This design comes from an exercise in tuning for small area and a short achievable clock period on the open sky130 flow, not from production work.
For this run, only the layout was checked, not whether the RTL still works.
No activity file was given, so power comes from the tool's default toggle rates.

**design/flow/design.v**
```verilog
module Decoder_Unit (
input wire [1:0] ALU_FUN,
output wire Arith_Enable, Logic_Enable, CMP_Enable, Shift_Enable
	);
assign Arith_Enable = (ALU_FUN == 2'b00);
assign Logic_Enable = (ALU_FUN == 2'b01);
assign CMP_Enable   = (ALU_FUN == 2'b10);
assign Shift_Enable = (ALU_FUN == 2'b11);
endmodule
module ALU_MUL (
  input  wire [15:0] A,
  input  wire [15:0] B,
  output wire [31:0] P
);
wire one1;
wire two2;
wire neg3;
wire pp4;
wire pp5;
wire pp6;
wire pp7;
wire pp8;
wire pp9;
wire pp10;
wire pp11;
wire pp12;
wire pp13;
wire pp14;
wire pp15;
wire pp16;
wire pp17;
wire pp18;
wire pp19;
wire pp20;
wire one21;
wire two22;
wire neg23;
wire pp24;
wire pp25;
wire pp26;
wire pp27;
wire pp28;
wire pp29;
wire pp30;
wire pp31;
wire pp32;
wire pp33;
wire pp34;
wire pp35;
wire pp36;
wire pp37;
wire pp38;
wire pp39;
wire pp40;
wire one41;
wire two42;
wire neg43;
wire pp44;
wire pp45;
wire pp46;
wire pp47;
wire pp48;
wire pp49;
wire pp50;
wire pp51;
wire pp52;
wire pp53;
wire pp54;
wire pp55;
wire pp56;
wire pp57;
wire pp58;
wire pp59;
wire pp60;
wire one61;
wire two62;
wire neg63;
wire pp64;
wire pp65;
wire pp66;
wire pp67;
wire pp68;
wire pp69;
wire pp70;
wire pp71;
wire pp72;
wire pp73;
wire pp74;
wire pp75;
wire pp76;
wire pp77;
wire pp78;
wire pp79;
wire pp80;
wire one81;
wire two82;
wire neg83;
wire pp84;
wire pp85;
wire pp86;
wire pp87;
wire pp88;
wire pp89;
wire pp90;
wire pp91;
wire pp92;
wire pp93;
wire pp94;
wire pp95;
wire pp96;
wire pp97;
wire pp98;
wire pp99;
wire pp100;
wire one101;
wire two102;
wire neg103;
wire pp104;
wire pp105;
wire pp106;
wire pp107;
wire pp108;
wire pp109;
wire pp110;
wire pp111;
wire pp112;
wire pp113;
wire pp114;
wire pp115;
wire pp116;
wire pp117;
wire pp118;
wire pp119;
wire pp120;
wire one121;
wire two122;
wire neg123;
wire pp124;
wire pp125;
wire pp126;
wire pp127;
wire pp128;
wire pp129;
wire pp130;
wire pp131;
wire pp132;
wire pp133;
wire pp134;
wire pp135;
wire pp136;
wire pp137;
wire pp138;
wire pp139;
wire pp140;
wire one141;
wire two142;
wire neg143;
wire pp144;
wire pp145;
wire pp146;
wire pp147;
wire pp148;
wire pp149;
wire pp150;
wire pp151;
wire pp152;
wire pp153;
wire pp154;
wire pp155;
wire pp156;
wire pp157;
wire pp158;
wire pp159;
wire pp160;
wire s161;
wire c162;
wire s163;
wire c164;
wire s165;
wire c166;
wire s167;
wire c168;
wire s169;
wire c170;
wire s171;
wire c172;
wire s173;
wire c174;
wire s175;
wire c176;
wire s177;
wire c178;
wire s179;
wire c180;
wire s181;
wire c182;
wire s183;
wire c184;
wire s185;
wire c186;
wire s187;
wire c188;
wire s189;
wire c190;
wire s191;
wire c192;
wire s193;
wire c194;
wire s195;
wire c196;
wire s197;
wire c198;
wire s199;
wire c200;
wire s201;
wire c202;
wire s203;
wire c204;
wire s205;
wire c206;
wire s207;
wire c208;
wire s209;
wire c210;
wire s211;
wire c212;
wire s213;
wire c214;
wire s215;
wire c216;
wire s217;
wire c218;
wire s219;
wire c220;
wire s221;
wire c222;
wire s223;
wire c224;
wire s225;
wire c226;
wire s227;
wire c228;
wire s229;
wire c230;
wire s231;
wire c232;
wire s233;
wire c234;
wire s235;
wire c236;
wire s237;
wire c238;
wire s239;
wire c240;
wire s241;
wire c242;
wire s243;
wire c244;
wire s245;
wire c246;
wire s247;
wire c248;
wire s249;
wire c250;
wire s251;
wire c252;
wire s253;
wire c254;
wire s255;
wire c256;
wire s257;
wire c258;
wire s259;
wire c260;
wire s261;
wire c262;
wire s263;
wire c264;
wire s265;
wire c266;
wire s267;
wire c268;
wire s269;
wire c270;
wire s271;
wire c272;
wire s273;
wire c274;
wire s275;
wire c276;
wire s277;
wire c278;
wire s279;
wire c280;
wire s281;
wire c282;
wire s283;
wire c284;
wire s285;
wire c286;
wire s287;
wire c288;
wire s289;
wire c290;
wire s291;
wire c292;
wire s293;
wire c294;
wire s295;
wire c296;
wire s297;
wire c298;
wire s299;
wire c300;
wire s301;
wire c302;
wire s303;
wire c304;
wire s305;
wire c306;
wire s307;
wire c308;
wire s309;
wire c310;
wire s311;
wire c312;
wire s313;
wire c314;
wire s315;
wire c316;
wire s317;
wire c318;
wire s319;
wire c320;
wire s321;
wire c322;
wire s323;
wire c324;
wire s325;
wire c326;
wire s327;
wire c328;
wire s329;
wire c330;
wire s331;
wire c332;
wire s333;
wire c334;
wire s335;
wire c336;
wire s337;
wire c338;
wire s339;
wire c340;
wire s341;
wire c342;
wire s343;
wire c344;
wire s345;
wire c346;
wire s347;
wire c348;
wire s349;
wire c350;
wire s351;
wire c352;
wire s353;
wire c354;
wire s355;
wire c356;
wire s357;
wire c358;
wire s359;
wire c360;
wire s361;
wire c362;
wire s363;
wire c364;
wire s365;
wire c366;
wire s367;
wire c368;
wire s369;
wire c370;
wire s371;
wire c372;
wire s373;
wire c374;
wire s375;
wire c376;
wire s377;
wire c378;
wire s379;
wire c380;
wire s381;
wire c382;
wire s383;
wire c384;
wire s385;
wire c386;
wire s387;
wire c388;
wire s389;
wire c390;
wire s391;
wire c392;
wire s393;
wire c394;
wire s395;
wire c396;
wire s397;
wire c398;
wire s399;
wire c400;
wire s401;
wire c402;
wire s403;
wire c404;
wire s405;
wire c406;
wire s407;
wire c408;
wire s409;
wire c410;
wire s411;
wire c412;
wire s413;
wire c414;
wire s415;
wire c416;
wire s417;
wire c418;
wire s419;
wire c420;
wire s421;
wire c422;
wire s423;
wire c424;
wire s425;
wire c426;
wire s427;
wire c428;
wire s429;
wire c430;
wire s431;
wire c432;
wire s433;
wire c434;
wire s435;
wire c436;
wire s437;
wire c438;
wire s439;
wire c440;
wire s441;
wire c442;
wire s443;
wire c444;
wire s445;
wire c446;
wire s447;
assign one1 = B[0] ^ 1'b0;
assign two2 = (B[1] & ~B[0] & ~1'b0) | (~B[1] & B[0] & 1'b0);
assign neg3 = B[1];
assign pp4 = ((one1 & A[0]) | (two2 & 1'b0)) ^ neg3;
assign pp5 = ((one1 & A[1]) | (two2 & A[0])) ^ neg3;
assign pp6 = ((one1 & A[2]) | (two2 & A[1])) ^ neg3;
assign pp7 = ((one1 & A[3]) | (two2 & A[2])) ^ neg3;
assign pp8 = ((one1 & A[4]) | (two2 & A[3])) ^ neg3;
assign pp9 = ((one1 & A[5]) | (two2 & A[4])) ^ neg3;
assign pp10 = ((one1 & A[6]) | (two2 & A[5])) ^ neg3;
assign pp11 = ((one1 & A[7]) | (two2 & A[6])) ^ neg3;
assign pp12 = ((one1 & A[8]) | (two2 & A[7])) ^ neg3;
assign pp13 = ((one1 & A[9]) | (two2 & A[8])) ^ neg3;
assign pp14 = ((one1 & A[10]) | (two2 & A[9])) ^ neg3;
assign pp15 = ((one1 & A[11]) | (two2 & A[10])) ^ neg3;
assign pp16 = ((one1 & A[12]) | (two2 & A[11])) ^ neg3;
assign pp17 = ((one1 & A[13]) | (two2 & A[12])) ^ neg3;
assign pp18 = ((one1 & A[14]) | (two2 & A[13])) ^ neg3;
assign pp19 = ((one1 & A[15]) | (two2 & A[14])) ^ neg3;
assign pp20 = ~(((one1 & A[15]) | (two2 & A[15])) ^ neg3);
assign one21 = B[2] ^ B[1];
assign two22 = (B[3] & ~B[2] & ~B[1]) | (~B[3] & B[2] & B[1]);
assign neg23 = B[3];
assign pp24 = ((one21 & A[0]) | (two22 & 1'b0)) ^ neg23;
assign pp25 = ((one21 & A[1]) | (two22 & A[0])) ^ neg23;
assign pp26 = ((one21 & A[2]) | (two22 & A[1])) ^ neg23;
assign pp27 = ((one21 & A[3]) | (two22 & A[2])) ^ neg23;
assign pp28 = ((one21 & A[4]) | (two22 & A[3])) ^ neg23;
assign pp29 = ((one21 & A[5]) | (two22 & A[4])) ^ neg23;
assign pp30 = ((one21 & A[6]) | (two22 & A[5])) ^ neg23;
assign pp31 = ((one21 & A[7]) | (two22 & A[6])) ^ neg23;
assign pp32 = ((one21 & A[8]) | (two22 & A[7])) ^ neg23;
assign pp33 = ((one21 & A[9]) | (two22 & A[8])) ^ neg23;
assign pp34 = ((one21 & A[10]) | (two22 & A[9])) ^ neg23;
assign pp35 = ((one21 & A[11]) | (two22 & A[10])) ^ neg23;
assign pp36 = ((one21 & A[12]) | (two22 & A[11])) ^ neg23;
assign pp37 = ((one21 & A[13]) | (two22 & A[12])) ^ neg23;
assign pp38 = ((one21 & A[14]) | (two22 & A[13])) ^ neg23;
assign pp39 = ((one21 & A[15]) | (two22 & A[14])) ^ neg23;
assign pp40 = ~(((one21 & A[15]) | (two22 & A[15])) ^ neg23);
assign one41 = B[4] ^ B[3];
assign two42 = (B[5] & ~B[4] & ~B[3]) | (~B[5] & B[4] & B[3]);
assign neg43 = B[5];
assign pp44 = ((one41 & A[0]) | (two42 & 1'b0)) ^ neg43;
assign pp45 = ((one41 & A[1]) | (two42 & A[0])) ^ neg43;
assign pp46 = ((one41 & A[2]) | (two42 & A[1])) ^ neg43;
assign pp47 = ((one41 & A[3]) | (two42 & A[2])) ^ neg43;
assign pp48 = ((one41 & A[4]) | (two42 & A[3])) ^ neg43;
assign pp49 = ((one41 & A[5]) | (two42 & A[4])) ^ neg43;
assign pp50 = ((one41 & A[6]) | (two42 & A[5])) ^ neg43;
assign pp51 = ((one41 & A[7]) | (two42 & A[6])) ^ neg43;
assign pp52 = ((one41 & A[8]) | (two42 & A[7])) ^ neg43;
assign pp53 = ((one41 & A[9]) | (two42 & A[8])) ^ neg43;
assign pp54 = ((one41 & A[10]) | (two42 & A[9])) ^ neg43;
assign pp55 = ((one41 & A[11]) | (two42 & A[10])) ^ neg43;
assign pp56 = ((one41 & A[12]) | (two42 & A[11])) ^ neg43;
assign pp57 = ((one41 & A[13]) | (two42 & A[12])) ^ neg43;
assign pp58 = ((one41 & A[14]) | (two42 & A[13])) ^ neg43;
assign pp59 = ((one41 & A[15]) | (two42 & A[14])) ^ neg43;
assign pp60 = ~(((one41 & A[15]) | (two42 & A[15])) ^ neg43);
assign one61 = B[6] ^ B[5];
assign two62 = (B[7] & ~B[6] & ~B[5]) | (~B[7] & B[6] & B[5]);
assign neg63 = B[7];
assign pp64 = ((one61 & A[0]) | (two62 & 1'b0)) ^ neg63;
assign pp65 = ((one61 & A[1]) | (two62 & A[0])) ^ neg63;
assign pp66 = ((one61 & A[2]) | (two62 & A[1])) ^ neg63;
assign pp67 = ((one61 & A[3]) | (two62 & A[2])) ^ neg63;
assign pp68 = ((one61 & A[4]) | (two62 & A[3])) ^ neg63;
assign pp69 = ((one61 & A[5]) | (two62 & A[4])) ^ neg63;
assign pp70 = ((one61 & A[6]) | (two62 & A[5])) ^ neg63;
assign pp71 = ((one61 & A[7]) | (two62 & A[6])) ^ neg63;
assign pp72 = ((one61 & A[8]) | (two62 & A[7])) ^ neg63;
assign pp73 = ((one61 & A[9]) | (two62 & A[8])) ^ neg63;
assign pp74 = ((one61 & A[10]) | (two62 & A[9])) ^ neg63;
assign pp75 = ((one61 & A[11]) | (two62 & A[10])) ^ neg63;
assign pp76 = ((one61 & A[12]) | (two62 & A[11])) ^ neg63;
assign pp77 = ((one61 & A[13]) | (two62 & A[12])) ^ neg63;
assign pp78 = ((one61 & A[14]) | (two62 & A[13])) ^ neg63;
assign pp79 = ((one61 & A[15]) | (two62 & A[14])) ^ neg63;
assign pp80 = ~(((one61 & A[15]) | (two62 & A[15])) ^ neg63);
assign one81 = B[8] ^ B[7];
assign two82 = (B[9] & ~B[8] & ~B[7]) | (~B[9] & B[8] & B[7]);
assign neg83 = B[9];
assign pp84 = ((one81 & A[0]) | (two82 & 1'b0)) ^ neg83;
assign pp85 = ((one81 & A[1]) | (two82 & A[0])) ^ neg83;
assign pp86 = ((one81 & A[2]) | (two82 & A[1])) ^ neg83;
assign pp87 = ((one81 & A[3]) | (two82 & A[2])) ^ neg83;
assign pp88 = ((one81 & A[4]) | (two82 & A[3])) ^ neg83;
assign pp89 = ((one81 & A[5]) | (two82 & A[4])) ^ neg83;
assign pp90 = ((one81 & A[6]) | (two82 & A[5])) ^ neg83;
assign pp91 = ((one81 & A[7]) | (two82 & A[6])) ^ neg83;
assign pp92 = ((one81 & A[8]) | (two82 & A[7])) ^ neg83;
assign pp93 = ((one81 & A[9]) | (two82 & A[8])) ^ neg83;
assign pp94 = ((one81 & A[10]) | (two82 & A[9])) ^ neg83;
assign pp95 = ((one81 & A[11]) | (two82 & A[10])) ^ neg83;
assign pp96 = ((one81 & A[12]) | (two82 & A[11])) ^ neg83;
assign pp97 = ((one81 & A[13]) | (two82 & A[12])) ^ neg83;
assign pp98 = ((one81 & A[14]) | (two82 & A[13])) ^ neg83;
assign pp99 = ((one81 & A[15]) | (two82 & A[14])) ^ neg83;
assign pp100 = ~(((one81 & A[15]) | (two82 & A[15])) ^ neg83);
assign one101 = B[10] ^ B[9];
assign two102 = (B[11] & ~B[10] & ~B[9]) | (~B[11] & B[10] & B[9]);
assign neg103 = B[11];
assign pp104 = ((one101 & A[0]) | (two102 & 1'b0)) ^ neg103;
assign pp105 = ((one101 & A[1]) | (two102 & A[0])) ^ neg103;
assign pp106 = ((one101 & A[2]) | (two102 & A[1])) ^ neg103;
assign pp107 = ((one101 & A[3]) | (two102 & A[2])) ^ neg103;
assign pp108 = ((one101 & A[4]) | (two102 & A[3])) ^ neg103;
assign pp109 = ((one101 & A[5]) | (two102 & A[4])) ^ neg103;
assign pp110 = ((one101 & A[6]) | (two102 & A[5])) ^ neg103;
assign pp111 = ((one101 & A[7]) | (two102 & A[6])) ^ neg103;
assign pp112 = ((one101 & A[8]) | (two102 & A[7])) ^ neg103;
assign pp113 = ((one101 & A[9]) | (two102 & A[8])) ^ neg103;
assign pp114 = ((one101 & A[10]) | (two102 & A[9])) ^ neg103;
assign pp115 = ((one101 & A[11]) | (two102 & A[10])) ^ neg103;
assign pp116 = ((one101 & A[12]) | (two102 & A[11])) ^ neg103;
assign pp117 = ((one101 & A[13]) | (two102 & A[12])) ^ neg103;
assign pp118 = ((one101 & A[14]) | (two102 & A[13])) ^ neg103;
assign pp119 = ((one101 & A[15]) | (two102 & A[14])) ^ neg103;
assign pp120 = ~(((one101 & A[15]) | (two102 & A[15])) ^ neg103);
assign one121 = B[12] ^ B[11];
assign two122 = (B[13] & ~B[12] & ~B[11]) | (~B[13] & B[12] & B[11]);
assign neg123 = B[13];
assign pp124 = ((one121 & A[0]) | (two122 & 1'b0)) ^ neg123;
assign pp125 = ((one121 & A[1]) | (two122 & A[0])) ^ neg123;
assign pp126 = ((one121 & A[2]) | (two122 & A[1])) ^ neg123;
assign pp127 = ((one121 & A[3]) | (two122 & A[2])) ^ neg123;
assign pp128 = ((one121 & A[4]) | (two122 & A[3])) ^ neg123;
assign pp129 = ((one121 & A[5]) | (two122 & A[4])) ^ neg123;
assign pp130 = ((one121 & A[6]) | (two122 & A[5])) ^ neg123;
assign pp131 = ((one121 & A[7]) | (two122 & A[6])) ^ neg123;
assign pp132 = ((one121 & A[8]) | (two122 & A[7])) ^ neg123;
assign pp133 = ((one121 & A[9]) | (two122 & A[8])) ^ neg123;
assign pp134 = ((one121 & A[10]) | (two122 & A[9])) ^ neg123;
assign pp135 = ((one121 & A[11]) | (two122 & A[10])) ^ neg123;
assign pp136 = ((one121 & A[12]) | (two122 & A[11])) ^ neg123;
assign pp137 = ((one121 & A[13]) | (two122 & A[12])) ^ neg123;
assign pp138 = ((one121 & A[14]) | (two122 & A[13])) ^ neg123;
assign pp139 = ((one121 & A[15]) | (two122 & A[14])) ^ neg123;
assign pp140 = ~(((one121 & A[15]) | (two122 & A[15])) ^ neg123);
assign one141 = B[14] ^ B[13];
assign two142 = (B[15] & ~B[14] & ~B[13]) | (~B[15] & B[14] & B[13]);
assign neg143 = B[15];
assign pp144 = ((one141 & A[0]) | (two142 & 1'b0)) ^ neg143;
assign pp145 = ((one141 & A[1]) | (two142 & A[0])) ^ neg143;
assign pp146 = ((one141 & A[2]) | (two142 & A[1])) ^ neg143;
assign pp147 = ((one141 & A[3]) | (two142 & A[2])) ^ neg143;
assign pp148 = ((one141 & A[4]) | (two142 & A[3])) ^ neg143;
assign pp149 = ((one141 & A[5]) | (two142 & A[4])) ^ neg143;
assign pp150 = ((one141 & A[6]) | (two142 & A[5])) ^ neg143;
assign pp151 = ((one141 & A[7]) | (two142 & A[6])) ^ neg143;
assign pp152 = ((one141 & A[8]) | (two142 & A[7])) ^ neg143;
assign pp153 = ((one141 & A[9]) | (two142 & A[8])) ^ neg143;
assign pp154 = ((one141 & A[10]) | (two142 & A[9])) ^ neg143;
assign pp155 = ((one141 & A[11]) | (two142 & A[10])) ^ neg143;
assign pp156 = ((one141 & A[12]) | (two142 & A[11])) ^ neg143;
assign pp157 = ((one141 & A[13]) | (two142 & A[12])) ^ neg143;
assign pp158 = ((one141 & A[14]) | (two142 & A[13])) ^ neg143;
assign pp159 = ((one141 & A[15]) | (two142 & A[14])) ^ neg143;
assign pp160 = ~(((one141 & A[15]) | (two142 & A[15])) ^ neg143);
assign s161 = pp14 ^ pp32;
assign c162 = pp14 & pp32;
assign s163 = pp15 ^ pp33;
assign c164 = pp15 & pp33;
assign s165 = pp16 ^ pp34 ^ pp52;
assign c166 = (pp16 & pp34) | (pp52 & (pp16 ^ pp34));
assign s167 = pp70 ^ pp88;
assign c168 = pp70 & pp88;
assign s169 = pp17 ^ pp35 ^ pp53;
assign c170 = (pp17 & pp35) | (pp53 & (pp17 ^ pp35));
assign s171 = pp71 ^ pp89;
assign c172 = pp71 & pp89;
assign s173 = pp18 ^ pp36 ^ pp54;
assign c174 = (pp18 & pp36) | (pp54 & (pp18 ^ pp36));
assign s175 = pp72 ^ pp90 ^ pp108;
assign c176 = (pp72 & pp90) | (pp108 & (pp72 ^ pp90));
assign s177 = pp126 ^ pp144;
assign c178 = pp126 & pp144;
assign s179 = pp19 ^ pp37 ^ pp55;
assign c180 = (pp19 & pp37) | (pp55 & (pp19 ^ pp37));
assign s181 = pp73 ^ pp91 ^ pp109;
assign c182 = (pp73 & pp91) | (pp109 & (pp73 ^ pp91));
assign s183 = pp127 ^ pp145;
assign c184 = pp127 & pp145;
assign s185 = pp20 ^ pp38 ^ pp56;
assign c186 = (pp20 & pp38) | (pp56 & (pp20 ^ pp38));
assign s187 = pp74 ^ pp92 ^ pp110;
assign c188 = (pp74 & pp92) | (pp110 & (pp74 ^ pp92));
assign s189 = ~(pp128 ^ pp146);
assign c190 = pp128 | pp146;
assign s191 = pp39 ^ pp57 ^ pp75;
assign c192 = (pp39 & pp57) | (pp75 & (pp39 ^ pp57));
assign s193 = pp93 ^ pp111 ^ pp129;
assign c194 = (pp93 & pp111) | (pp129 & (pp93 ^ pp111));
assign s195 = ~pp147;
assign c196 = pp147;
assign s197 = pp40 ^ pp58 ^ pp76;
assign c198 = (pp40 & pp58) | (pp76 & (pp40 ^ pp58));
assign s199 = pp94 ^ pp112 ^ pp130;
assign c200 = (pp94 & pp112) | (pp130 & (pp94 ^ pp112));
assign s201 = pp59 ^ pp77 ^ pp95;
assign c202 = (pp59 & pp77) | (pp95 & (pp59 ^ pp77));
assign s203 = pp113 ^ pp131;
assign c204 = pp113 & pp131;
assign s205 = pp60 ^ pp78 ^ pp96;
assign c206 = (pp60 & pp78) | (pp96 & (pp60 ^ pp78));
assign s207 = pp79 ^ pp97;
assign c208 = pp79 & pp97;
assign s209 = pp10 ^ pp28;
assign c210 = pp10 & pp28;
assign s211 = pp11 ^ pp29;
assign c212 = pp11 & pp29;
assign s213 = pp12 ^ pp30 ^ pp48;
assign c214 = (pp12 & pp30) | (pp48 & (pp12 ^ pp30));
assign s215 = pp66 ^ pp84;
assign c216 = pp66 & pp84;
assign s217 = pp13 ^ pp31 ^ pp49;
assign c218 = (pp13 & pp31) | (pp49 & (pp13 ^ pp31));
assign s219 = pp67 ^ pp85;
assign c220 = pp67 & pp85;
assign s221 = s161 ^ pp50 ^ pp68;
assign c222 = (s161 & pp50) | (pp68 & (s161 ^ pp50));
assign s223 = pp86 ^ pp104 ^ neg103;
assign c224 = (pp86 & pp104) | (neg103 & (pp86 ^ pp104));
assign s225 = c162 ^ s163 ^ pp51;
assign c226 = (c162 & s163) | (pp51 & (c162 ^ s163));
assign s227 = pp69 ^ pp87 ^ pp105;
assign c228 = (pp69 & pp87) | (pp105 & (pp69 ^ pp87));
assign s229 = c164 ^ s165 ^ s167;
assign c230 = (c164 & s165) | (s167 & (c164 ^ s165));
assign s231 = pp106 ^ pp124 ^ neg123;
assign c232 = (pp106 & pp124) | (neg123 & (pp106 ^ pp124));
assign s233 = c166 ^ c168 ^ s169;
assign c234 = (c166 & c168) | (s169 & (c166 ^ c168));
assign s235 = s171 ^ pp107 ^ pp125;
assign c236 = (s171 & pp107) | (pp125 & (s171 ^ pp107));
assign s237 = c170 ^ c172 ^ s173;
assign c238 = (c170 & c172) | (s173 & (c170 ^ c172));
assign s239 = s175 ^ s177 ^ neg143;
assign c240 = (s175 & s177) | (neg143 & (s175 ^ s177));
assign s241 = c174 ^ c176 ^ c178;
assign c242 = (c174 & c176) | (c178 & (c174 ^ c176));
assign s243 = s179 ^ s181 ^ s183;
assign c244 = (s179 & s181) | (s183 & (s179 ^ s181));
assign s245 = c180 ^ c182 ^ c184;
assign c246 = (c180 & c182) | (c184 & (c180 ^ c182));
assign s247 = s185 ^ s187 ^ s189;
assign c248 = (s185 & s187) | (s189 & (s185 ^ s187));
assign s249 = c186 ^ c188 ^ c190;
assign c250 = (c186 & c188) | (c190 & (c186 ^ c188));
assign s251 = s191 ^ s193 ^ s195;
assign c252 = (s191 & s193) | (s195 & (s191 ^ s193));
assign s253 = c192 ^ c194 ^ c196;
assign c254 = (c192 & c194) | (c196 & (c192 ^ c194));
assign s255 = s197 ^ s199 ^ pp148;
assign c256 = (s197 & s199) | (pp148 & (s197 ^ s199));
assign s257 = c198 ^ c200 ^ s201;
assign c258 = (c198 & c200) | (s201 & (c198 ^ c200));
assign s259 = ~(s203 ^ pp149);
assign c260 = s203 | pp149;
assign s261 = c202 ^ c204 ^ s205;
assign c262 = (c202 & c204) | (s205 & (c202 ^ c204));
assign s263 = pp114 ^ pp132 ^ pp150;
assign c264 = (pp114 & pp132) | (pp150 & (pp114 ^ pp132));
assign s265 = c206 ^ s207 ^ pp115;
assign c266 = (c206 & s207) | (pp115 & (c206 ^ s207));
assign s267 = ~(pp133 ^ pp151);
assign c268 = pp133 | pp151;
assign s269 = c208 ^ pp80 ^ pp98;
assign c270 = (c208 & pp80) | (pp98 & (c208 ^ pp80));
assign s271 = pp116 ^ pp134 ^ pp152;
assign c272 = (pp116 & pp134) | (pp152 & (pp116 ^ pp134));
assign s273 = pp99 ^ pp117 ^ pp135;
assign c274 = (pp99 & pp117) | (pp135 & (pp99 ^ pp117));
assign s275 = ~pp153;
assign c276 = pp153;
assign s277 = pp100 ^ pp118 ^ pp136;
assign c278 = (pp100 & pp118) | (pp136 & (pp100 ^ pp118));
assign s279 = pp119 ^ pp137;
assign c280 = pp119 & pp137;
assign s281 = pp8 ^ pp26;
assign c282 = pp8 & pp26;
assign s283 = pp9 ^ pp27;
assign c284 = pp9 & pp27;
assign s285 = s209 ^ pp46 ^ pp64;
assign c286 = (s209 & pp46) | (pp64 & (s209 ^ pp46));
assign s287 = c210 ^ s211 ^ pp47;
assign c288 = (c210 & s211) | (pp47 & (c210 ^ s211));
assign s289 = c212 ^ s213 ^ s215;
assign c290 = (c212 & s213) | (s215 & (c212 ^ s213));
assign s291 = c214 ^ c216 ^ s217;
assign c292 = (c214 & c216) | (s217 & (c214 ^ c216));
assign s293 = c218 ^ c220 ^ s221;
assign c294 = (c218 & c220) | (s221 & (c218 ^ c220));
assign s295 = c222 ^ c224 ^ s225;
assign c296 = (c222 & c224) | (s225 & (c222 ^ c224));
assign s297 = c226 ^ c228 ^ s229;
assign c298 = (c226 & c228) | (s229 & (c226 ^ c228));
assign s299 = c230 ^ c232 ^ s233;
assign c300 = (c230 & c232) | (s233 & (c230 ^ c232));
assign s301 = c234 ^ c236 ^ s237;
assign c302 = (c234 & c236) | (s237 & (c234 ^ c236));
assign s303 = c238 ^ c240 ^ s241;
assign c304 = (c238 & c240) | (s241 & (c238 ^ c240));
assign s305 = c242 ^ c244 ^ s245;
assign c306 = (c242 & c244) | (s245 & (c242 ^ c244));
assign s307 = c246 ^ c248 ^ s249;
assign c308 = (c246 & c248) | (s249 & (c246 ^ c248));
assign s309 = c250 ^ c252 ^ s253;
assign c310 = (c250 & c252) | (s253 & (c250 ^ c252));
assign s311 = c254 ^ c256 ^ s257;
assign c312 = (c254 & c256) | (s257 & (c254 ^ c256));
assign s313 = c258 ^ c260 ^ s261;
assign c314 = (c258 & c260) | (s261 & (c258 ^ c260));
assign s315 = c262 ^ c264 ^ s265;
assign c316 = (c262 & c264) | (s265 & (c262 ^ c264));
assign s317 = c266 ^ c268 ^ s269;
assign c318 = (c266 & c268) | (s269 & (c266 ^ c268));
assign s319 = c270 ^ c272 ^ s273;
assign c320 = (c270 & c272) | (s273 & (c270 ^ c272));
assign s321 = c274 ^ c276 ^ s277;
assign c322 = (c274 & c276) | (s277 & (c274 ^ c276));
assign s323 = c278 ^ s279 ^ pp155;
assign c324 = (c278 & s279) | (pp155 & (c278 ^ s279));
assign s325 = c280 ^ pp120 ^ pp138;
assign c326 = (c280 & pp120) | (pp138 & (c280 ^ pp120));
assign s327 = pp139 ^ pp157;
assign c328 = pp139 & pp157;
assign s329 = pp6 ^ pp24;
assign c330 = pp6 & pp24;
assign s331 = pp7 ^ pp25;
assign c332 = pp7 & pp25;
assign s333 = s281 ^ pp44 ^ neg43;
assign c334 = (s281 & pp44) | (neg43 & (s281 ^ pp44));
assign s335 = c282 ^ s283 ^ pp45;
assign c336 = (c282 & s283) | (pp45 & (c282 ^ s283));
assign s337 = c284 ^ s285 ^ neg63;
assign c338 = (c284 & s285) | (neg63 & (c284 ^ s285));
assign s339 = c286 ^ s287 ^ pp65;
assign c340 = (c286 & s287) | (pp65 & (c286 ^ s287));
assign s341 = c288 ^ s289 ^ neg83;
assign c342 = (c288 & s289) | (neg83 & (c288 ^ s289));
assign s343 = c290 ^ s291 ^ s219;
assign c344 = (c290 & s291) | (s219 & (c290 ^ s291));
assign s345 = c292 ^ s293 ^ s223;
assign c346 = (c292 & s293) | (s223 & (c292 ^ s293));
assign s347 = c294 ^ s295 ^ s227;
assign c348 = (c294 & s295) | (s227 & (c294 ^ s295));
assign s349 = c296 ^ s297 ^ s231;
assign c350 = (c296 & s297) | (s231 & (c296 ^ s297));
assign s351 = c298 ^ s299 ^ s235;
assign c352 = (c298 & s299) | (s235 & (c298 ^ s299));
assign s353 = c300 ^ s301 ^ s239;
assign c354 = (c300 & s301) | (s239 & (c300 ^ s301));
assign s355 = c302 ^ s303 ^ s243;
assign c356 = (c302 & s303) | (s243 & (c302 ^ s303));
assign s357 = c304 ^ s305 ^ s247;
assign c358 = (c304 & s305) | (s247 & (c304 ^ s305));
assign s359 = c306 ^ s307 ^ s251;
assign c360 = (c306 & s307) | (s251 & (c306 ^ s307));
assign s361 = c308 ^ s309 ^ s255;
assign c362 = (c308 & s309) | (s255 & (c308 ^ s309));
assign s363 = c310 ^ s311 ^ s259;
assign c364 = (c310 & s311) | (s259 & (c310 ^ s311));
assign s365 = c312 ^ s313 ^ s263;
assign c366 = (c312 & s313) | (s263 & (c312 ^ s313));
assign s367 = c314 ^ s315 ^ s267;
assign c368 = (c314 & s315) | (s267 & (c314 ^ s315));
assign s369 = c316 ^ s317 ^ s271;
assign c370 = (c316 & s317) | (s271 & (c316 ^ s317));
assign s371 = c318 ^ s319 ^ s275;
assign c372 = (c318 & s319) | (s275 & (c318 ^ s319));
assign s373 = c320 ^ s321 ^ pp154;
assign c374 = (c320 & s321) | (pp154 & (c320 ^ s321));
assign s375 = ~(c322 ^ s323);
assign c376 = c322 | s323;
assign s377 = c324 ^ s325 ^ pp156;
assign c378 = (c324 & s325) | (pp156 & (c324 ^ s325));
assign s379 = ~(c326 ^ s327);
assign c380 = c326 | s327;
assign s381 = c328 ^ pp140 ^ pp158;
assign c382 = (c328 & pp140) | (pp158 & (c328 ^ pp140));
assign s383 = ~pp159;
assign c384 = pp159;
assign s385 = pp4 ^ neg3;
assign c386 = pp4 & neg3;
assign s387 = pp5 ^ c386;
assign c388 = pp5 & c386;
assign s389 = s329 ^ neg23 ^ c388;
assign c390 = (s329 & neg23) | (c388 & (s329 ^ neg23));
assign s391 = c330 ^ s331 ^ c390;
assign c392 = (c330 & s331) | (c390 & (c330 ^ s331));
assign s393 = c332 ^ s333 ^ c392;
assign c394 = (c332 & s333) | (c392 & (c332 ^ s333));
assign s395 = c334 ^ s335 ^ c394;
assign c396 = (c334 & s335) | (c394 & (c334 ^ s335));
assign s397 = c336 ^ s337 ^ c396;
assign c398 = (c336 & s337) | (c396 & (c336 ^ s337));
assign s399 = c338 ^ s339 ^ c398;
assign c400 = (c338 & s339) | (c398 & (c338 ^ s339));
assign s401 = c340 ^ s341 ^ c400;
assign c402 = (c340 & s341) | (c400 & (c340 ^ s341));
assign s403 = c342 ^ s343 ^ c402;
assign c404 = (c342 & s343) | (c402 & (c342 ^ s343));
assign s405 = c344 ^ s345 ^ c404;
assign c406 = (c344 & s345) | (c404 & (c344 ^ s345));
assign s407 = c346 ^ s347 ^ c406;
assign c408 = (c346 & s347) | (c406 & (c346 ^ s347));
assign s409 = c348 ^ s349 ^ c408;
assign c410 = (c348 & s349) | (c408 & (c348 ^ s349));
assign s411 = c350 ^ s351 ^ c410;
assign c412 = (c350 & s351) | (c410 & (c350 ^ s351));
assign s413 = c352 ^ s353 ^ c412;
assign c414 = (c352 & s353) | (c412 & (c352 ^ s353));
assign s415 = c354 ^ s355 ^ c414;
assign c416 = (c354 & s355) | (c414 & (c354 ^ s355));
assign s417 = c356 ^ s357 ^ c416;
assign c418 = (c356 & s357) | (c416 & (c356 ^ s357));
assign s419 = c358 ^ s359 ^ c418;
assign c420 = (c358 & s359) | (c418 & (c358 ^ s359));
assign s421 = c360 ^ s361 ^ c420;
assign c422 = (c360 & s361) | (c420 & (c360 ^ s361));
assign s423 = c362 ^ s363 ^ c422;
assign c424 = (c362 & s363) | (c422 & (c362 ^ s363));
assign s425 = c364 ^ s365 ^ c424;
assign c426 = (c364 & s365) | (c424 & (c364 ^ s365));
assign s427 = c366 ^ s367 ^ c426;
assign c428 = (c366 & s367) | (c426 & (c366 ^ s367));
assign s429 = c368 ^ s369 ^ c428;
assign c430 = (c368 & s369) | (c428 & (c368 ^ s369));
assign s431 = c370 ^ s371 ^ c430;
assign c432 = (c370 & s371) | (c430 & (c370 ^ s371));
assign s433 = c372 ^ s373 ^ c432;
assign c434 = (c372 & s373) | (c432 & (c372 ^ s373));
assign s435 = c374 ^ s375 ^ c434;
assign c436 = (c374 & s375) | (c434 & (c374 ^ s375));
assign s437 = c376 ^ s377 ^ c436;
assign c438 = (c376 & s377) | (c436 & (c376 ^ s377));
assign s439 = c378 ^ s379 ^ c438;
assign c440 = (c378 & s379) | (c438 & (c378 ^ s379));
assign s441 = c380 ^ s381 ^ c440;
assign c442 = (c380 & s381) | (c440 & (c380 ^ s381));
assign s443 = c382 ^ s383 ^ c442;
assign c444 = (c382 & s383) | (c442 & (c382 ^ s383));
assign s445 = c384 ^ pp160 ^ c444;
assign c446 = (c384 & pp160) | (c444 & (c384 ^ pp160));
assign s447 = 1'b1 ^ c446;
assign P = {s447, s445, s443, s441, s439, s437, s435, s433, s431, s429, s427, s425, s423, s421, s419, s417, s415, s413, s411, s409, s407, s405, s403, s401, s399, s397, s395, s393, s391, s389, s387, s385};
endmodule
module ALU_DIV (
  input  wire [15:0] A,
  input  wire [15:0] B,
  output wire [16:0] Q    
);
wire sa = A[15];
wire sb = B[15];
wire [15:0] N;
assign N[0] = A[0];
assign N[1] = A[1] ^ (sa & (|A[0:0]));
assign N[2] = A[2] ^ (sa & (|A[1:0]));
assign N[3] = A[3] ^ (sa & (|A[2:0]));
assign N[4] = A[4] ^ (sa & (|A[3:0]));
assign N[5] = A[5] ^ (sa & (|A[4:0]));
assign N[6] = A[6] ^ (sa & (|A[5:0]));
assign N[7] = A[7] ^ (sa & (|A[6:0]));
assign N[8] = A[8] ^ (sa & (|A[7:0]));
assign N[9] = A[9] ^ (sa & (|A[8:0]));
assign N[10] = A[10] ^ (sa & (|A[9:0]));
assign N[11] = A[11] ^ (sa & (|A[10:0]));
assign N[12] = A[12] ^ (sa & (|A[11:0]));
assign N[13] = A[13] ^ (sa & (|A[12:0]));
assign N[14] = A[14] ^ (sa & (|A[13:0]));
assign N[15] = A[15] ^ (sa & (|A[14:0]));
wire ci = ~sb;
wire [15:0] Bx = B ^ {16{ci}};
wire [15:0] q;
wire [0:0] x15;
assign x15 = N[15];
wire [0:0] d15;
wire [1:0] c15;
wire [1:0] t15 = {1'b0, x15} + {1'b0, Bx[0:0]} + ci;
assign d15 = t15[0:0];
assign c15[1] = t15[1];
assign q[15] = c15[1] & (&Bx[15:1]);
wire [0:0] r15 = q[15] ? d15 : x15;
wire [1:0] x14;
assign x14 = {r15, N[14]};
wire [1:0] d14;
wire [2:0] c14;
wire [2:0] t14 = {1'b0, x14} + {1'b0, Bx[1:0]} + ci;
assign d14 = t14[1:0];
assign c14[2] = t14[2];
assign q[14] = c14[2] & (&Bx[15:2]);
wire [1:0] r14 = q[14] ? d14 : x14;
wire [2:0] x13;
assign x13 = {r14, N[13]};
wire [2:0] d13;
wire [3:0] c13;
wire [3:0] t13 = {1'b0, x13} + {1'b0, Bx[2:0]} + ci;
assign d13 = t13[2:0];
assign c13[3] = t13[3];
assign q[13] = c13[3] & (&Bx[15:3]);
wire [2:0] r13 = q[13] ? d13 : x13;
wire [3:0] x12;
assign x12 = {r13, N[12]};
wire [3:0] d12;
wire [4:0] c12;
wire [4:0] t12 = {1'b0, x12} + {1'b0, Bx[3:0]} + ci;
assign d12 = t12[3:0];
assign c12[4] = t12[4];
assign q[12] = c12[4] & (&Bx[15:4]);
wire [3:0] r12 = q[12] ? d12 : x12;
wire [4:0] x11;
assign x11 = {r12, N[11]};
wire [4:0] d11;
wire [5:0] c11;
wire [5:0] t11 = {1'b0, x11} + {1'b0, Bx[4:0]} + ci;
assign d11 = t11[4:0];
assign c11[5] = t11[5];
assign q[11] = c11[5] & (&Bx[15:5]);
wire [4:0] r11 = q[11] ? d11 : x11;
wire [5:0] x10;
assign x10 = {r11, N[10]};
wire [5:0] d10;
wire [6:0] c10;
wire [6:0] t10 = {1'b0, x10} + {1'b0, Bx[5:0]} + ci;
assign d10 = t10[5:0];
assign c10[6] = t10[6];
assign q[10] = c10[6] & (&Bx[15:6]);
wire [5:0] r10 = q[10] ? d10 : x10;
wire [6:0] x9;
assign x9 = {r10, N[9]};
wire [6:0] d9;
wire [7:0] c9;
wire [7:0] t9 = {1'b0, x9} + {1'b0, Bx[6:0]} + ci;
assign d9 = t9[6:0];
assign c9[7] = t9[7];
assign q[9] = c9[7] & (&Bx[15:7]);
wire [6:0] r9 = q[9] ? d9 : x9;
wire [7:0] x8;
assign x8 = {r9, N[8]};
wire [7:0] d8;
wire [8:0] c8;
wire [8:0] t8 = {1'b0, x8} + {1'b0, Bx[7:0]} + ci;
assign d8 = t8[7:0];
assign c8[8] = t8[8];
assign q[8] = c8[8] & (&Bx[15:8]);
wire [7:0] r8 = q[8] ? d8 : x8;
wire [8:0] x7;
assign x7 = {r8, N[7]};
wire [8:0] d7;
wire [9:0] c7;
wire [9:0] t7 = {1'b0, x7} + {1'b0, Bx[8:0]} + ci;
assign d7 = t7[8:0];
assign c7[9] = t7[9];
assign q[7] = c7[9] & (&Bx[15:9]);
wire [8:0] r7 = q[7] ? d7 : x7;
wire [9:0] x6;
assign x6 = {r7, N[6]};
wire [9:0] d6;
wire [10:0] c6;
wire [10:0] t6 = {1'b0, x6} + {1'b0, Bx[9:0]} + ci;
assign d6 = t6[9:0];
assign c6[10] = t6[10];
assign q[6] = c6[10] & (&Bx[15:10]);
wire [9:0] r6 = q[6] ? d6 : x6;
wire [10:0] x5;
assign x5 = {r6, N[5]};
wire [10:0] d5;
wire [11:0] c5;
wire [11:0] t5 = {1'b0, x5} + {1'b0, Bx[10:0]} + ci;
assign d5 = t5[10:0];
assign c5[11] = t5[11];
assign q[5] = c5[11] & (&Bx[15:11]);
wire [10:0] r5 = q[5] ? d5 : x5;
wire [11:0] x4;
assign x4 = {r5, N[4]};
wire [11:0] d4;
wire [12:0] c4;
wire [12:0] t4 = {1'b0, x4} + {1'b0, Bx[11:0]} + ci;
assign d4 = t4[11:0];
assign c4[12] = t4[12];
assign q[4] = c4[12] & (&Bx[15:12]);
wire [11:0] r4 = q[4] ? d4 : x4;
wire [12:0] x3;
assign x3 = {r4, N[3]};
wire [12:0] d3;
wire [13:0] c3;
wire [13:0] t3 = {1'b0, x3} + {1'b0, Bx[12:0]} + ci;
assign d3 = t3[12:0];
assign c3[13] = t3[13];
assign q[3] = c3[13] & (&Bx[15:13]);
wire [12:0] r3 = q[3] ? d3 : x3;
wire [13:0] x2;
assign x2 = {r3, N[2]};
wire [13:0] d2;
wire [14:0] c2;
wire [14:0] t2 = {1'b0, x2} + {1'b0, Bx[13:0]} + ci;
assign d2 = t2[13:0];
assign c2[14] = t2[14];
assign q[2] = c2[14] & (&Bx[15:14]);
wire [13:0] r2 = q[2] ? d2 : x2;
wire [14:0] x1;
assign x1 = {r2, N[1]};
wire [14:0] d1;
wire [15:0] c1;
wire [15:0] t1 = {1'b0, x1} + {1'b0, Bx[14:0]} + ci;
assign d1 = t1[14:0];
assign c1[15] = t1[15];
assign q[1] = c1[15] & (&Bx[15:15]);
wire [14:0] r1 = q[1] ? d1 : x1;
wire [15:0] x0;
assign x0 = {r1, N[0]};
wire [15:0] d0;
wire [16:0] c0;
wire [16:0] t0 = {1'b0, x0} + {1'b0, Bx[15:0]} + ci;
assign d0 = t0[15:0];
assign c0[16] = t0[16];
assign q[0] = c0[16];
wire sq = sa ^ sb;
wire [15:0] qh = {1'b0, q[15:1]};
wire [15:0] qneg;
assign qneg[0] = qh[0];
assign qneg[1] = qh[1] ^ (|qh[0:0]);
assign qneg[2] = qh[2] ^ (|qh[1:0]);
assign qneg[3] = qh[3] ^ (|qh[2:0]);
assign qneg[4] = qh[4] ^ (|qh[3:0]);
assign qneg[5] = qh[5] ^ (|qh[4:0]);
assign qneg[6] = qh[6] ^ (|qh[5:0]);
assign qneg[7] = qh[7] ^ (|qh[6:0]);
assign qneg[8] = qh[8] ^ (|qh[7:0]);
assign qneg[9] = qh[9] ^ (|qh[8:0]);
assign qneg[10] = qh[10] ^ (|qh[9:0]);
assign qneg[11] = qh[11] ^ (|qh[10:0]);
assign qneg[12] = qh[12] ^ (|qh[11:0]);
assign qneg[13] = qh[13] ^ (|qh[12:0]);
assign qneg[14] = qh[14] ^ (|qh[13:0]);
assign qneg[15] = qh[15] ^ (|qh[14:0]);
wire [15:0] h0 = sq ? qneg : qh;
wire [15:0] h1 = qh ^ {16{sq}};
assign Q[16:1] = q[0] ? h1 : h0;
assign Q[0] = q[0];
endmodule
module ALU_ADDSUB (
  input  wire [15:0] A,
  input  wire [15:0] B,
  input  wire SUB,
  output wire [16:0] S    
);
wire [16:0] a = {A[15], A};
wire [16:0] b = {B[15], B} ^ {17{SUB}};
wire [17:0] c;
assign c[0] = SUB;
assign S[0] = a[0] ^ b[0] ^ c[0];
assign c[1] = (a[0] & b[0]) | (c[0] & (a[0] ^ b[0]));
assign S[1] = a[1] ^ b[1] ^ c[1];
assign c[2] = (a[1] & b[1]) | (c[1] & (a[1] ^ b[1]));
assign S[2] = a[2] ^ b[2] ^ c[2];
assign c[3] = (a[2] & b[2]) | (c[2] & (a[2] ^ b[2]));
assign S[3] = a[3] ^ b[3] ^ c[3];
assign c[4] = (a[3] & b[3]) | (c[3] & (a[3] ^ b[3]));
assign S[4] = a[4] ^ b[4] ^ c[4];
assign c[5] = (a[4] & b[4]) | (c[4] & (a[4] ^ b[4]));
assign S[5] = a[5] ^ b[5] ^ c[5];
assign c[6] = (a[5] & b[5]) | (c[5] & (a[5] ^ b[5]));
assign S[6] = a[6] ^ b[6] ^ c[6];
assign c[7] = (a[6] & b[6]) | (c[6] & (a[6] ^ b[6]));
assign S[7] = a[7] ^ b[7] ^ c[7];
assign c[8] = (a[7] & b[7]) | (c[7] & (a[7] ^ b[7]));
assign S[8] = a[8] ^ b[8] ^ c[8];
assign c[9] = (a[8] & b[8]) | (c[8] & (a[8] ^ b[8]));
assign S[9] = a[9] ^ b[9] ^ c[9];
assign c[10] = (a[9] & b[9]) | (c[9] & (a[9] ^ b[9]));
assign S[10] = a[10] ^ b[10] ^ c[10];
assign c[11] = (a[10] & b[10]) | (c[10] & (a[10] ^ b[10]));
assign S[11] = a[11] ^ b[11] ^ c[11];
assign c[12] = (a[11] & b[11]) | (c[11] & (a[11] ^ b[11]));
assign S[12] = a[12] ^ b[12] ^ c[12];
assign c[13] = (a[12] & b[12]) | (c[12] & (a[12] ^ b[12]));
assign S[13] = a[13] ^ b[13] ^ c[13];
assign c[14] = (a[13] & b[13]) | (c[13] & (a[13] ^ b[13]));
assign S[14] = a[14] ^ b[14] ^ c[14];
assign c[15] = (a[14] & b[14]) | (c[14] & (a[14] ^ b[14]));
assign S[15] = a[15] ^ b[15] ^ c[15];
assign c[16] = (a[15] & b[15]) | (c[15] & (a[15] ^ b[15]));
assign S[16] = a[16] ^ b[16] ^ c[16];
endmodule
module LOGIC_UNIT (
input wire [15:0] A,
input wire [15:0] B,
input wire [1:0] ALU_FUN,
output wire [15:0] Y
	);
assign Y = (ALU_FUN[0] ? (A | B) : (A & B)) ^ {16{ALU_FUN[1]}};
endmodule
module CMP_UNIT (
input wire [16:0] D,       
input wire [1:0] ALU_FUN,
output wire [1:0] Y
	);
wire eq = ~|D[15:0];
wire lt = D[16];
wire gt = ~lt & ~eq;
assign Y[1] = ALU_FUN[1] & (ALU_FUN[0] ? lt : gt);
assign Y[0] = ALU_FUN[0] & (ALU_FUN[1] ? lt : eq);
endmodule
module SHIFT_UNIT (
input wire [15:0] A,
input wire [15:0] B,
input wire [1:0] ALU_FUN,
output wire [16:0] Y
	);
wire [15:0] X = ALU_FUN[1] ? B : A;
assign Y = ALU_FUN[0] ? {X, 1'b0} : {1'b0, X[15], X[15:1]};
endmodule
module ALU_TOP (
input wire signed [15:0] A,
input wire signed [15:0] B,
input wire [3:0] ALU_FUNC,
input wire CLK,
input wire RST,
output reg signed [31:0] Arith_OUT,
output reg [15:0] Logic_OUT,
output reg [1:0] CMP_OUT,
output reg [16:0] SHIFT_OUT,
output reg Arith_Flag, Logic_Flag, CMP_Flag, SHIFT_Flag
	);
wire Arith_Enable, Logic_Enable, CMP_Enable, Shift_Enable;
Decoder_Unit Decoder (
.ALU_FUN(ALU_FUNC[3:2]),
.Arith_Enable(Arith_Enable),
.Logic_Enable(Logic_Enable),
.CMP_Enable(CMP_Enable),
.Shift_Enable(Shift_Enable)
	);
wire sub = ALU_FUNC[0] | ALU_FUNC[3];
wire [16:0] sum;
ALU_ADDSUB AddSub (.A(A), .B(B), .SUB(sub), .S(sum));
wire [31:0] prod;
ALU_MUL Mul (.A(A), .B(B), .P(prod));
wire [16:0] quo;
ALU_DIV Div (.A(A), .B(B), .Q(quo));
wire div_ok = |B;
wire sel_add = Arith_Enable & ~ALU_FUNC[1];
wire sel_mul = Arith_Enable & ALU_FUNC[1] & ~ALU_FUNC[0];
wire sel_div = Arith_Enable & ALU_FUNC[1] & ALU_FUNC[0] & div_ok;
wire [31:0] arith = ({32{sel_add}} & {{15{sum[16]}}, sum})
                  | ({32{sel_mul}} & prod)
                  | ({32{sel_div}} & {{15{quo[16]}}, quo});
wire [15:0] logic_res;
LOGIC_UNIT Logic (.A(A), .B(B), .ALU_FUN(ALU_FUNC[1:0]), .Y(logic_res));
wire [1:0] cmp_res;
CMP_UNIT Cmp (.D(sum), .ALU_FUN(ALU_FUNC[1:0]), .Y(cmp_res));
wire [16:0] shift_res;
SHIFT_UNIT Shift (.A(A), .B(B), .ALU_FUN(ALU_FUNC[1:0]), .Y(shift_res));
always @(posedge CLK or negedge RST) begin
if (!RST) begin
	Arith_OUT <= 32'b0;
	Logic_OUT <= 16'b0;
	CMP_OUT <= 2'b0;
	SHIFT_OUT <= 17'b0;
	Arith_Flag <= 1'b0;
	Logic_Flag <= 1'b0;
	CMP_Flag <= 1'b0;
	SHIFT_Flag <= 1'b0;
end else begin
	Arith_OUT <= arith;
	Logic_OUT <= Logic_Enable ? logic_res : 16'b0;
	CMP_OUT <= CMP_Enable ? cmp_res : 2'b0;
	SHIFT_OUT <= Shift_Enable ? shift_res : 17'b0;
	Arith_Flag <= Arith_Enable;
	Logic_Flag <= Logic_Enable;
	CMP_Flag <= CMP_Enable;
	SHIFT_Flag <= Shift_Enable;
end
end
endmodule
```
**design/flow/flow/run.sh**
```bash
#!/bin/bash
# The standard layout (standard.sh) with three changes:
#  - synthesis is the standard synthesis with ABC's mapping script replaced by
#    flow/abc.script (flow/synth.tcl); the registers are the standard synthesis's;
#  - every port is buffered by the smallest buffer cell instead of the one buffer_ports
#    picks by default;
#  - repair_timing aims for 46 ns of setup slack (SETUP_SLACK_MARGIN) instead of 0, so the
#    resizer upsizes the critical path; the clock and constraints stay the design's.
# Each tool's output lands in the ORFS logs under orfs/logs/; make's own output goes to
# standard_flow.log in this folder.
set -euo pipefail
bash standard.sh "SYNTH_SCRIPT=$PWD/flow/synth.tcl" \
  "BUFFER_PORTS_ARGS=-buffer_cell sky130_fd_sc_hd__buf_1" \
  SETUP_SLACK_MARGIN=46 finish > standard_flow.log 2>&1
```
**design/flow/flow/abc.script**
```
strash
dch
map -a
topo
stime -c
```
**design/flow/flow/synth.tcl**
```tcl
# The standard synthesis (synth_recipe.tcl in the work folder), with ABC's mapping script
# replaced by flow/abc.script. Only the combinational mapping changes; the registers are the
# standard synthesis's.
set my_flow_dir [file dirname [file normalize [info script]]]
proc abc {args} {
  set i [lsearch -exact $args -script]
  if {$i >= 0} { lset args [expr {$i + 1}] [file join $::my_flow_dir abc.script] }
  yosys abc {*}$args
}
source [file join [file dirname $my_flow_dir] synth_recipe.tcl]
```
**design/flow/standard.sh**
```bash
#!/bin/bash
# synth_recipe.tcl (not shown) runs the flow's synth.tcl, then flattens the netlist and writes it again
# the make line also repeats each setting of config.mk as NAME=value (left out here)
make -C /OpenROAD-flow-scripts/flow DESIGN_CONFIG=/design/flow/config.mk WORK_HOME=/design/flow/orfs CLKGATE_MAP_FILE= SYNTH_SCRIPT=/design/flow/synth_recipe.tcl "${@:-finish}"
```
**design/flow/config.mk**
```make
export PLATFORM = sky130hd
export DESIGN_NAME = ALU_TOP
export DESIGN_NICKNAME = ALU_TOP
export VERILOG_FILES = /design/flow/design.v
export SDC_FILE = /design/flow/constraint.sdc
export NUM_CORES = 4
export LEC_CHECK = 0
export ABC_AREA = 1
export CAP_MARGIN = 20
export CORE_MARGIN = 2
export CORE_UTILIZATION = 40
export SLEW_MARGIN = 20
```
**design/flow/constraint.sdc**
```tcl
create_clock -name core_clock -period 95.0 [get_ports {CLK}]
set_input_delay 19.0000 -clock core_clock [delete_from_list [all_inputs] [get_ports {CLK}]]
set_output_delay 19.0000 -clock core_clock [all_outputs]
set_load 0.01 [all_outputs]
```
==> notes.md <==
==> final timing paths <==
kind | startpoint | endpoint | slack (ns) | cells past startpoint
hold / removal | RST | Arith_OUT[22] | 18.78 | 1
min in group core_clock | ALU_FUNC[2] | SHIFT_Flag | 18.94 | 3
max in group asynchronous | RST | Arith_OUT[12] | 75.57 | 1
setup / recovery | A[2] | Arith_OUT[30] | 48.02 | 182
==> kinds of logic (layout without fill, tap and decap cells) <==
kind of cell | Yosys count | after routing | synth area share
XOR/XNOR | 272 | 272 | 0.1590
multiplexers | 2 | 2 | 0.001420
AO/OA/AOI/OAI | 547 | 547 | 0.2079
other | 0 | 1 | 0
buffers and inverters | 218 | 438 | 0.05461
AND/OR/NAND/NOR | 528 | 531 | 0.1415
adder cells (fa/ha/maj) | 295 | 295 | 0.3170
flip-flops | 71 | 71 | 0.1186
==> power groups by stage <==
stage / Sequential [mW] / Clock (mW) / Combinational [mW]
detailed placement: 0.0374 / 0 / 0.315
global route: 0.0371 / 0.0437 / 0.385
CTS: 0.0369 / 0.0425 / 0.322
global placement: 0.0375 / 0 / 0.312
floorplan: 0.0388 / 0 / 0.220
finish: 0.0369 / 0.0420 / 0.341
==> stage by stage <==
step                        util  area [µm²]  total power, mW  cells
after detailed placement  0.4435       16310           0.3522   2551
after global placement    0.4435       16310           0.3498   2551
final                     0.4796       17640           0.4198   2625
after global routing      0.4796       17640           0.4658   2625
after CTS                 0.4585       16860           0.4013   2573
after floorplan                -       14980           0.2587   1933
==> layout make-up <==
cell class              instances  area [µm²]  area share
diodes                          1       2.502   0.0001419
clock inverters                 7       127.6    0.007235
multi-input cells            1647       12890      0.7307
flip-flops and latches         71        1777      0.1007
inverters                     218       872.1     0.04944
repair buffers                204        1161     0.06582
clock buffers                   9       225.2     0.01277
well taps                     468       585.6     0.03319
==> cells in the final DEF (no fill, tap or decap), drive strengths merged, types with 37 or more instances in the layout <==
cell type,netlist,final
buf,0,196
clkinv,218,209
nand2,305,308
xnor2,37,37
nor2,151,151
a21oi,167,167
o21ai,168,168
o22ai,131,131
xor2,235,235
dfrtp,71,71
ha,154,154
fa,141,141
==> routing by layer <==
metal	global-route usage	part of all wire
met1	0.3517	0.41
met4	0.1025	0.041
met5	0	0
met3	0.03978	0.075
met2	0.4692	0.48
==> worst max-delay path, delay by kind of cell <==
kind | cells | cell delay (ns)
AO/OA/AOI/OAI | 75 | 11.09
XOR/XNOR | 11 | 1.67
adder cells (fa/ha/maj) | 15 | 5.50
buffers and inverters | 12 | 1.61
AND/OR/NAND/NOR | 69 | 8.29
==> registers in the layout, summed over array words and instances (netlist names) <==
register	cells
Arith_Flag	1
CMP_Flag	1
CMP_OUT	2
Logic_OUT	16
Logic_Flag	1
SHIFT_Flag	1
SHIFT_OUT	17
Arith_OUT	32
==> repair_timing <==
action / in CTS / in global routing
hold buffers: 0 / 0
setup buffers: 5 / 48
endpoints found under the setup margin: 32 / 32
pin swaps: 3 / 46
resized for setup: 47 / 110
gates cloned: 1 / 3
endpoints found under the hold margin: 0 / 0
==> impl_metrics.toml <==
[placed_design]
place_ws_ns = 41.05
gp_congestion = 0.9138
hpwl_um = 38980
port_buffers = 108

[critical_path]
critPathSlowestCell = "nor4_4"
crit_type = "in -> reg"
arrival_ns = 47.21
path_max_fanout = 15
critPathCaptureType = "flop"
worstPathRequired_ns = 95.23
cp-start-kind = "input pin"
cpPeakStageDelay_ns = 0.46

[power_and_ir_drop]
seq_power_share = 0.088
netSwitchingPower_mw = 0.2154
ir_worst_vdd_mv = 0.06712
p_leak_nw = 7.728
pwr-share-comb = 0.812
p_per_area_nw_per_um2 = 23.80
clockPowerShare = 0.100
swShare = 0.5132
power.internal_mw = 0.2044

[sta]
setup_viol_count_final = 0
slew_headroom = 0.3492
period_minus_slack_ns = 46.99
timing_hold_violations_final = 0
rsz0062_at_grt = "no"
fin_hold_ws_ns = 18.78
tightest_slew_ns = 0.9762
setup_ws_ns = 48.02
fin_tns_setup_ns = 0
finalCritPeriodShare = 0.4946
drv_slew = 0
fmax_mhz = 21.28

[synth]
synth_area_um2 = 14980
syn_inst = 1933
ys_ff_latch = 71
synth_area_leader_cell = "fa_1"
syn-num-nets = 2266
synthTopCellsByCount = "nand2_1 (305), xor2_1 (235), clkinv_1 (218)"
synth_cell_types = 36
synth_area_leaders = "fa_1 (19%), xor2_1 (14%), ha_1 (13%), dfrtp_1 (12%), nand2_1 (7.6%)"
yosysMostFrequentCell = "nand2_1"
yosysSeqAreaShare = 0.1186
ys.flop_type = "dfrtp_1"
synth-edff-count = 0
syn_area_per_cell_um2 = 7.751
synth_top_area_share = 0.1884
async_flop_share = 1.000
yosysWarnings = 1

[routing]
drtPass1Iterations = 5
initialDrtViolationCount = 1242
remaining_drc_errors = 0
via_count = 15250
wl_um = 54320
antenna_left = 0
wl_per_cell_um = 20.69
viasPerCell = 5.810

[clocking]
cts_buffers = 9
clockRootBuffer = "clkbuf_16"
clk_pin_slew_worst_paths_ns = 0.07
h-tree-depth = 3
cts_num_sinks = 71
clock_path_buffers = 2
cts_tree = "built"

[die]
start_util = 0.4073
dieHeight_um = 197.5
coreArea_um2 = 36790
num_rows = 70
die_area_um2 = 39020
ios = 109
die-width_um = 197.5

[global_route]
antenna_found_initial = 1
grtUsageTotal = 0.2747
grt_max_degree = 72
grt_pass1_vias = 14970
grt_pass1_wl_um = 82860
overflow = 0

[run]
maxCapViolCount = 0

[finish]
fin_nets = 2484
area_growth_syn_to_layout_pct = 17.74
nFillCells = 3637
drive_above_1_share = 0.1099

[min_path]
hold_path_class = "in -> async"

[status]
outcome = "timing/DRC/antenna clean"

## port drivers added, routing unchanged
In the flow no input, the clock included, has a driving cell. The finished layout below was timed again as built, in two steps. Step 1 assumes that a clkbuf_16 drives the clock port and a buf_2 every other input. Step 2 adds t to the input delays and takes it off the output delays; t is the mean of the earliest and latest rising clock arrival at the registers after step 1. Input paths then give back, and output paths get back, about the clock's delay inside the block. Slacks: no drivers / after step 1 / after step 2; pairs: no drivers / after step 1.
t (ns): 0.394
slack for setup (ns): 48.015 / 48.002 / 47.609
hold WS [ns]: 18.781 / 18.761 / 19.154
latest minus earliest clock arrival (ns): 0.012 / 0.011
After both steps this run still meets setup and hold. The setup slack of this run moves by -0.013 ns with the drivers and by -0.406 ns with both steps.
